This is an optimization exercise on Yosys and OpenROAD, whose aim is small area, not a production implementation.
Function was checked by simulation only, so behaviour that the tests miss may differ from the original.

==> flow/design.v (outline; a module is shown in full before it is edited, if it fits) <==
// module fir_fa: 4 lines
// module fir_ha: 4 lines
// module FIR_pipeline: 5362 lines
module FIR_pipeline #(
   parameter N_taps = 33
)(
   input  clk,
   input  reset_n,
   input  [23:0] data_in,
   output [23:0] data_out
);
  // ...
==> flow/run.sh <==
#!/bin/bash
# synth_recipe.tcl (not shown) runs the flow's synth.tcl, then flattens the netlist and writes it again
# the make line also repeats each setting of config.mk as NAME=value (left out here)
make -C /OpenROAD-flow-scripts/flow DESIGN_CONFIG=/design/flow/config.mk WORK_HOME=/design/flow/orfs CLKGATE_MAP_FILE= SYNTH_SCRIPT=/design/flow/synth_recipe.tcl finish
==> flow/config.mk <==
export PLATFORM = sky130hd
export DESIGN_NAME = FIR_pipeline
export DESIGN_NICKNAME = FIR_pipeline
export VERILOG_FILES = /design/flow/design.v
export SDC_FILE = /design/flow/constraint.sdc
export NUM_CORES = 4
export LEC_CHECK = 0
export CAP_MARGIN = 20
export CORE_MARGIN = 2
export CORE_UTILIZATION = 60
export CTS_BUF_LIST = sky130_fd_sc_hd__clkbuf_8
export CTS_CLUSTER_DIAMETER = 60
export CTS_CLUSTER_SIZE = 14
export GPL_TIMING_DRIVEN = 0
export SLEW_MARGIN = 20
export SYNTH_HIERARCHICAL = 1
export SYNTH_MINIMUM_KEEP_SIZE = 0
==> flow/constraint.sdc <==
create_clock -name core_clock -period 13.0 [get_ports {clk}]
set_input_delay 2.6000 -clock core_clock [delete_from_list [all_inputs] [get_ports {clk}]]
set_output_delay 2.6000 -clock core_clock [all_outputs]
set_load 0.01 [all_outputs]
==> results_dict.tcl, run 1 <==
set metrics [dict create \
    drt_first_pass_iters 5 \
    max_slew.worst_pin.slew_ps 1260 \
    worstHoldStart "h29[20]" \
    layout_stage_area_growth_over_the_synthesis_result_pct 6.25 \
    cts-resized-gates 0 \
    die-area_um2 126000 \
    cp_slowest_stage_delay_ps 1080 \
    synth_compound_gate_area_share_pct 0.567 \
    outcome "finished clean" \
    period_utilisation_layout_pct 96.1 \
    cp.depth 27 \
    tap-cell-count 1625 \
    cts_max_path_buffers 3 \
    nFlopsAndLatches 829 \
    dpl_worst_slack_ps 598 \
    mean_cell_area_of_the_mapped_netlist_um2 19.4 \
    crit_path_end "out_c" \
    postLayoutCoreUtil_pct 64.3 \
    placedInstanceArea_um2 76500 \
    hold_path_end "h30[20]" \
    number_of_global_route_vias_before_repair 45910 \
    crit-reg2reg-launch "h12[12]" \
    timing.final.setup_violations 0 \
    critPathSlowestCell "fa_1" \
    num-fill-cells 8069 \
    final_common_cell "fa_1" \
    synth_register_bits 829 \
    multi_input_area_share_pct 66.7 \
    non_clock_inverter_count 210 \
]
==> run 2, diff against run 1 <==
--- a/flow/config.mk
+++ b/flow/config.mk
@@ -8,9 +8,9 @@
 export CAP_MARGIN = 20
 export CORE_MARGIN = 2
 export CORE_UTILIZATION = 60
-export CTS_BUF_LIST = sky130_fd_sc_hd__clkbuf_8
-export CTS_CLUSTER_DIAMETER = 60
-export CTS_CLUSTER_SIZE = 14
+export CTS_BUF_LIST = sky130_fd_sc_hd__clkbuf_16
+export CTS_CLUSTER_DIAMETER = 100
+export CTS_CLUSTER_SIZE = 25
 export GPL_TIMING_DRIVEN = 0
 export SLEW_MARGIN = 20
 export SYNTH_HIERARCHICAL = 1
==> results_dict.tcl, run 2 <==
set metrics [dict create \
    outcome "finished clean" \
    cts_max_path_buffers 3 \
    die-area_um2 126000 \
    yosys.area.top_type "fa_1" \
    placed_cells_incl_taps 5502 \
    cts-resized-gates 0 \
    synth_most_common_cell "fa_1" \
    cap_viol_max_count 0 \
    post_cts.repair.setup_buffers 0 \
    rsz0062_at_grt "false" \
    critical_path_required_ps 13610 \
    largest_net_degree_at_the_start_of_global_routing 119 \
    cts.sink_count 829 \
    max_slew.worst_pin.slew_ps 1220 \
    synth_top_cell_area_share_pct 66.3 \
    die_h_um 354 \
    core_um2 122000 \
    critical_path_peak_fanout 3 \
    placementRows 128 \
    finalMaxSlewViolations 0 \
    slew_headroom_pct 18.4 \
    grt_util_all_layers_pct 47.1 \
    synth-simple-area-share_pct 0.394 \
    initial_core_util_pct 60.5 \
    rrSetupSlack_ps 450 \
    drc 0 \
    crit_path_end "out_c" \
    max_freq_mhz 79.7 \
    detail_route.iter0.violations 4688 \
    path_delay_family "adder cells" \
    timing.final.setup_violations 0 \
    main_combinational_cell_family_by_area_after_synthesis "adder cells" \
    post_synth_xor_area_fraction_pct 0.250 \
    endpoint_arrival_time_on_the_critical_path_ps 13160 \
    cts_tree "done" \
    ios 50 \
    cp_slowest_stage_delay_ps 1120 \
    critical_path_buf_inv_count 1 \
    synthesis.yosys.warnings 7 \
    kind_of_end_point_of_the_critical_path "flop" \
    post_synth_most_frequent_cells "2441 x fa_1, 796 x dfrtp_1, 210 x inv_1, 187 x ha_1, 33 x dfstp_2" \
    r2r_cells 27 \
    synth_register_bits 829 \
    num-fill-cells 8086 \
    die-width_um 354 \
    grt_remaining_overflow 0 \
    layout.nets 6578 \
    synth_compound_gate_area_share_pct 0.567 \
    wl_per_cell_um 49.7 \
    synth.top_cells.by_area "fa_1 66%, dfrtp_1 27%, ha_1 3.2%, dfstp_2 1.2%, inv_1 1.1%" \
    grt_antenna_before_repair 10 \
    detailedPlacementHpwl_um 249000 \
    layout-drive-gt1-share_pct 3.09 \
    layout_stage_area_growth_over_the_synthesis_result_pct 5.91 \
    post_synth_num_cell_types 52 \
    critPathSlowestCell "fa_1" \
    netlist_instances 3795 \
    critPathMostFrequentCell "fa_1" \
    clock-skew-final_ps 53.6 \
    clk_transition_reported_paths_ps 90 \
    detail-route-antenna-nets 0 \
    ys_seq_area_share_pct 28.2 \
    synth_adder_area_share_pct 69.5 \
    setup_tns_ps 0 \
    multiInputGateArea_um2 52200 \
    hold_path.class "flop to flop" \
    mean_cell_area_of_the_mapped_netlist_um2 19.4 \
    wire_length_of_the_first_global_routing_pass_um 380000 \
    asyncSetResetFlopFracSynth_pct 100 \
    timing.critical_path.from "h12[12]" \
    critical_path.startpoint_type "flop" \
    layout_min_cycle_time_ps 12550 \
    period_utilisation_layout_pct 96.6 \
    worst_skew_pair.late_latency_ps 730 \
    ctsRootBufferMaster "clkbuf_16" \
    routabilityCongestion 1.08 \
    ctsHoldBuffers 0 \
    synth.cell_area_um2 73700 \
    crit-reg2reg-launch "h12[12]" \
    via_density_per_instance 6.73 \
    reg2reg_capture_point "out_c" \
    cp.depth 27 \
    detail_route.wirelength_um 278000 \
    cts_made_buffers 45 \
    yosys-mux-area-fraction_pct 0 \
    number_of_global_route_vias_before_repair 45639 \
    port-buffer-count 49 \
    final-seq-area_um2 20800 \
    timing.setup.critical_path_class "flop to flop" \
    final_common_cell "fa_1" \
    finalNonFillerCells 5585 \
    number_of_enable_flip_flop_cells_after_synthesis 0 \
    synthFlopType "dfrtp_1" \
    final_number_of_hold_violating_endpoints 0 \
    dr_total_vias 37591 \
    drt_first_pass_iters 6 \
    layout.cells.most_common_list "2441 x fa_1, 796 x dfrtp_1, 224 x inv_1, 187 x ha_1, 48 x clkdlybuf4s50_1" \
    htree_num_levels 2 \
]
## run 2: cell count changes in the layout (fill, tap and decap cells not counted), sizes merged
cell | previous run | this run
bufinv | 4 | 1
clkbuf | 88 | 45
clkinv | 14 | 7
clkinvlp | 2 | 1
diode | 16 | 7
inv | 234 | 232
## run 2: Yosys stat by module (local to each module, per instance)
module        cells  cell area [um2]  flops+latches
FIR_pipeline   1185            22700            829
fir_fa            1             20.0              0
fir_ha            1             12.5              0
## run 2: area by class of cell
cell class,instances,area share (%)
inverter,210,1.01
tap,1625,2.60
timing repair buffer,57,0.917
antenna,7,0.0224
clock buffer,45,1.44
clock inverter,31,0.463
sequential,829,26.6
multi-input combinational,2778,66.9
buffer,3,0.0273
## run 2: kinds of logic after synthesis
logic type               after synthesis
buffers and inverters                213
AO/OA/AOI/OAI                         50
AND/OR/NAND/NOR                       53
XOR/XNOR                              21
flip-flops                           829
adder cells (fa/ha/maj)             2628
other                                  1
## run 2: routing by layer
layer / global-route usage (%) / wire length [um] / share of wire [%]
met1: 59.6 / 92100 / 33
met2: 69.6 / 127000 / 46
met3: 17.2 / 33600 / 12
met4: 31.3 / 24700 / 8.9
met5: 0.642 / 195 / 0.070
## run 2: worst min path at each step
stage | startpoint | endpoint | depth (start not counted)
after detailed placement | h0[0] | h1[0] | 0
after CTS | h24[23] | h25[23] | 0
after global routing | h23[4] | h24[4] | 0
final | h24[23] | h25[23] | 0
after global placement | h20[12] | h21[12] | 0
after floorplan | h9[0] | h10[0] | 0
## run 2: worst reg2reg max path: stages, from the launching register on
cell and delay [ps]:
dfrtp_1 400, ha_1 230, fa_1 730, fa_1 550, fa_1 1120, fa_1 590, fa_1 430, fa_1 490
fa_1 750, fa_1 490, fa_1 480, fa_1 520, fa_1 500, fa_1 560, fa_1 450, fa_1 420
fa_1 430, fa_1 400, inv_1 90, fa_1 430, fa_1 390, fa_1 380, fa_1 500, o211ai_1 210
nor2_1 250, o21a_1 250, nand4_1 250, nand3_1 200
## run 2: per-stage QoR
stage | worst slack, ps | hold WS [ps] | cell area (um2) | utilization (%)
after floorplan | 1810 | 357 | 73800 | -
after global placement | -24370 | 363 | 76300 | 62.6
after detailed placement | 598 | 368 | 76500 | 62.8
after CTS | 538 | 374 | 78000 | 64.0
after global routing | 393 | 373 | 78000 | 64.0
final | 446 | 369 | 78100 | 64.0

[port drivers added, routing unchanged]
No port has a modelled driver above. Below, the same layouts with a new extraction and two added sets of constraints. Step 1 sets driving cells, clkbuf_16 on the clock port and buf_2 on the other inputs (assumed; they add their load-dependent delay and slew). Step 2 moves the port delays by t, midway between the first and last clock arrival at a register: inputs arrive t later, outputs are due t later. That takes back most of the time a late clock gives input paths. Three values: ideal ports, drivers, drivers and shift; two values: the first two.
run | shift t [ns] | slack for setup (ns) | slew at the worst register clock pin (ns)
run 1 | 0.943 | 0.503 / 0.503 / 0.503 | 0.11 / 0.11
run 2 | 0.782 | 0.446 / 0.446 / 0.446 | 0.12 / 0.12
After both steps setup and hold are still met in every run listed.
